Context: an optimization exercise on an open-source flow, tuned for small area. The choices shown serve that exercise and are no tape-out recipe.
Where RTL was checked, it was by simulation tests only, not by an equivalence proof against the original.
Power and IR drop assume default switching activity.

// vga_controller
module vga_controller(
    input clk,
    input rst,
    input [15:0] data,
    input en,
    output h_sync,
    output v_sync,
    output red0,
    output red1,
    output green0,
    output green1,
    output blue0,
    output blue1
    );
export LEC_CHECK = 0
export CAP_MARGIN = 20
export CORE_MARGIN = 2
export CORE_UTILIZATION = 30
export CTS_BUF_LIST = sky130_fd_sc_hd__clkbuf_4
export SLEW_MARGIN = 20
create_clock -name core_clock -period 10.0 [get_ports {clk}]
standard.sh (not shown) runs the stock make flow with config.mk's settings and CLKGATE_MAP_FILE= SYNTH_SCRIPT=/design/flow/synth_recipe.tcl, a recipe that flattens the netlist after the stock synthesis.
==> flow/flow/run.sh <==
#!/bin/bash
# Own flow: the standard layout (standard.sh), except that synthesis maps the logic with
# an area-oriented ABC script. Everything before ABC, and so every register, is the standard
# synthesis's. Each tool's log stays under orfs/logs/; make's output goes to flow_make.log.
set -euo pipefail
W=$PWD
F=$(cd "$(dirname "${BASH_SOURCE[0]}")" && pwd)
export MY_ABC_SCRIPT=$F/abc_area.script
{
  head -n 1 synth_recipe.tcl
  cat <<'TCL'
proc abc {args} {
  set i [lsearch -exact $args -script]
  if {$i >= 0} { set args [lreplace $args [expr {$i + 1}] [expr {$i + 1}] $::env(MY_ABC_SCRIPT)] }
  yosys abc {*}$args
}
TCL
  tail -n +2 synth_recipe.tcl
} > "$W/area_synth.tcl"
sed "s#SYNTH_SCRIPT=[^ ]*#SYNTH_SCRIPT=$W/area_synth.tcl#" standard.sh > "$W/area_standard.sh"
grep -q "SYNTH_SCRIPT=$W/area_synth.tcl" "$W/area_standard.sh"
bash "$W/area_standard.sh" finish > "$W/flow_make.log" 2>&1
test -s out/final.def
==> flow/flow/abc_area.script <==
&get -n
&st
&dch
&nf -R 1000
&put
Then changed:
==> flow/run.sh (new file) <==
#!/bin/bash
# synth_recipe.tcl (not shown) runs the flow's synth.tcl, then flattens the netlist and writes it again
# the make line also repeats each setting of config.mk as NAME=value (left out here)
make -C /OpenROAD-flow-scripts/flow DESIGN_CONFIG=/design/flow/config.mk WORK_HOME=/design/flow/orfs CLKGATE_MAP_FILE= SYNTH_SCRIPT=/design/flow/synth_recipe.tcl finish
CTS_BUF_LIST = not set   (was sky130_fd_sc_hd__clkbuf_4)
removed: flow/flow/run.sh
removed: flow/flow/abc_area.script
removed: flow/standard.sh
After rerunning: The changed run went through all stages and came out clean. Flip-flop and latch count stays the same. Register-to-register slack improves by 0.31 ns. Clock skew fell by 0.046 ns. Final cell count went down by 0.98%. Routed wire length climbs by 13%. Via count rises by 4.9%. Area after synthesis goes up by 6.7%.

---

Setup of the previous run:
Another version of the RTL of vga_controller (not shown whole).
For scale: about 910 cells after synthesis, roughly 320 flip-flops, ~27 I/O pins, about 13000 sq um of cells after synthesis.
==> flow/config.mk <==
export PLATFORM = sky130hd
export DESIGN_NAME = vga_controller
export DESIGN_NICKNAME = vga_controller
export VERILOG_FILES = /design/flow/design.v
export SDC_FILE = /design/flow/constraint.sdc
export NUM_CORES = 4
export LEC_CHECK = 0
export CAP_MARGIN = 20
export CORE_MARGIN = 2
export CORE_UTILIZATION = 30
export CTS_BUF_LIST = sky130_fd_sc_hd__clkbuf_16
export CTS_CLUSTER_DIAMETER = 120
export CTS_CLUSTER_SIZE = 30
export SLEW_MARGIN = 20
==> flow/constraint.sdc <==
create_clock -name core_clock -period 10.0 [get_ports {clk}]
set_input_delay 2.0000 -clock core_clock [delete_from_list [all_inputs] [get_ports {clk}]]
set_output_delay 2.0000 -clock core_clock [all_outputs]
set_load 0.01 [all_outputs]
==> flow/flow/run.sh <==
#!/bin/bash
# Own flow: the standard layout (standard.sh), except that synthesis maps the logic with
# an area-oriented ABC script. Everything before ABC, and so every register, is the standard
# synthesis's. Each tool's log stays under orfs/logs/; make's output goes to flow_make.log.
set -euo pipefail
W=$PWD
F=$(cd "$(dirname "${BASH_SOURCE[0]}")" && pwd)
export MY_ABC_SCRIPT=$F/abc_area.script
{
  head -n 1 synth_recipe.tcl
  cat <<'TCL'
proc abc {args} {
  set i [lsearch -exact $args -script]
  if {$i >= 0} { set args [lreplace $args [expr {$i + 1}] [expr {$i + 1}] $::env(MY_ABC_SCRIPT)] }
  yosys abc {*}$args
}
TCL
  tail -n +2 synth_recipe.tcl
} > "$W/area_synth.tcl"
sed "s#SYNTH_SCRIPT=[^ ]*#SYNTH_SCRIPT=$W/area_synth.tcl ADDER_MAP_FILE=#" standard.sh > "$W/area_standard.sh"
grep -q "SYNTH_SCRIPT=$W/area_synth.tcl" "$W/area_standard.sh"
bash "$W/area_standard.sh" finish > "$W/flow_make.log" 2>&1
test -s out/final.def
==> flow/flow/abc_area.script <==
&get -n
&st
&dc2
&dch
&nf -R 1000
&put
The flow did not stop early for the previous run: all stages ran, and the layout cleared the timing, DRC and antenna checks.
For the current run, these inputs were changed with respect to the previous run:
# the previous run
export LEC_CHECK = 0
export CAP_MARGIN = 20
export CORE_MARGIN = 2
export CORE_UTILIZATION = 30
export CTS_BUF_LIST = sky130_fd_sc_hd__clkbuf_16
export CTS_CLUSTER_DIAMETER = 120
export CTS_CLUSTER_SIZE = 30
export SLEW_MARGIN = 20
create_clock -name core_clock -period 10.0 [get_ports {clk}]
# the current run
export LEC_CHECK = 0
export CAP_MARGIN = 20
export CORE_MARGIN = 2
export CORE_UTILIZATION = 30
export SLEW_MARGIN = 20
create_clock -name core_clock -period 10.0 [get_ports {clk}]
==> flow/flow/run.sh <==
#!/bin/bash
# Own flow: the standard layout (standard.sh) with three changes:
#  - synthesis maps the logic with an area-oriented ABC script (abc_area.script) and without
#    Yosys's adder extraction; everything before ABC, and so every register, is the standard
#    synthesis's;
#  - clock tree: smaller clusters of clkbuf cells and no dummy loads (cts.args);
#  - port buffers: the cell named in port_buffer.txt.
# Each tool's log stays under orfs/logs/; make's output goes to flow_make.log.
set -euo pipefail
W=$PWD
F=$(cd "$(dirname "${BASH_SOURCE[0]}")" && pwd)
export MY_ABC_SCRIPT=$F/abc_area.script
export CTS_ARGS="$(cat "$F/cts.args")"
export BUFFER_PORTS_ARGS="-buffer_cell $(cat "$F/port_buffer.txt")"
{
  head -n 1 synth_recipe.tcl
  cat <<'TCL'
proc abc {args} {
  set i [lsearch -exact $args -script]
  if {$i >= 0} { set args [lreplace $args [expr {$i + 1}] [expr {$i + 1}] $::env(MY_ABC_SCRIPT)] }
  yosys abc {*}$args
}
TCL
  tail -n +2 synth_recipe.tcl
} > "$W/area_synth.tcl"
sed "s#SYNTH_SCRIPT=[^ ]*#SYNTH_SCRIPT=$W/area_synth.tcl ADDER_MAP_FILE=#" standard.sh > "$W/area_standard.sh"
grep -q "SYNTH_SCRIPT=$W/area_synth.tcl ADDER_MAP_FILE=" "$W/area_standard.sh"
bash "$W/area_standard.sh" finish > "$W/flow_make.log" 2>&1
test -s out/final.def
==> flow/flow/cts.args (new file) <==
-sink_clustering_enable -repair_clock_nets -dont_use_dummy_load -buf_list sky130_fd_sc_hd__clkbuf_4 -sink_clustering_size 10 -sink_clustering_max_diameter 60
==> flow/flow/port_buffer.txt (new file) <==
sky130_fd_sc_hd__buf_2
Notes after the runs:
- Taking the previous run as the reference, in the current run met1 routing resource usage after global routing picked up an extra 0.64 points, total power shows a reduction of 100 uW, count of filler cells inserted in the layout up about 2%, global-route wire length before repair increased by 800 um relative to the old numbers.
- Compared with the previous run, the current run shows final wirelength that has gone up slightly.
- The non-clock buffer total of the final layout of the current run exceeds that of the previous run by 6.8%.
- Taking the previous run as the reference, in the current run slack of the critical path shows a reduction of 0.23 ns, signed area change from the synthesized netlist to the final layout shows a reduction of 1.7 points, via count of the first global-routing pass shows an increase of 82, maximum clock frequency shows a reduction of 6.0%, power consumed by combinational cells shows a reduction of about 3%.
Function was not checked in any run of this note: the RTL went through the layout flow alone.

==> static timing again, ports no longer ideal <==
The flow's constraints put no driver on any port. The routed layouts listed below were extracted and timed again, unchanged, in two steps.
Step 1 (the two cells are an assumption about what drives the block):
set clk [get_ports {clk}]
set_driving_cell -lib_cell sky130_fd_sc_hd__clkbuf_16 $clk
set_driving_cell -lib_cell sky130_fd_sc_hd__buf_2 [delete_from_list [all_inputs] $clk]
Step 2 adds t to the input delays and takes it off the output delays; t is the mean of the earliest and latest rising clock arrival at the registers after step 1. Input paths then give back, and output paths get back, about the clock's delay inside the block.
Slacks: ideal ports / drivers / drivers and shift; pairs: ideal ports / drivers.
| run | shift t [ns] | slack for setup (ns) | pins driven straight from the clock port |
|---|---|---|---|
| the first run of note 1 | 0.742 | 6.054 / 6.054 / 6.028 | 1 |
| the second run of note 1 | 0.573 | 6.365 / 6.365 / 5.991 | 1 |
| the previous run | 0.539 | 6.415 / 6.394 / 6.032 | 1 |
| the current run | 0.674 | 6.188 / 6.179 / 5.505 | 1 |
After both steps setup and hold are still met in every run listed. The setup slack of the current run, which loses most, moves by -0.009 ns with the drivers and by -0.683 ns with both steps.
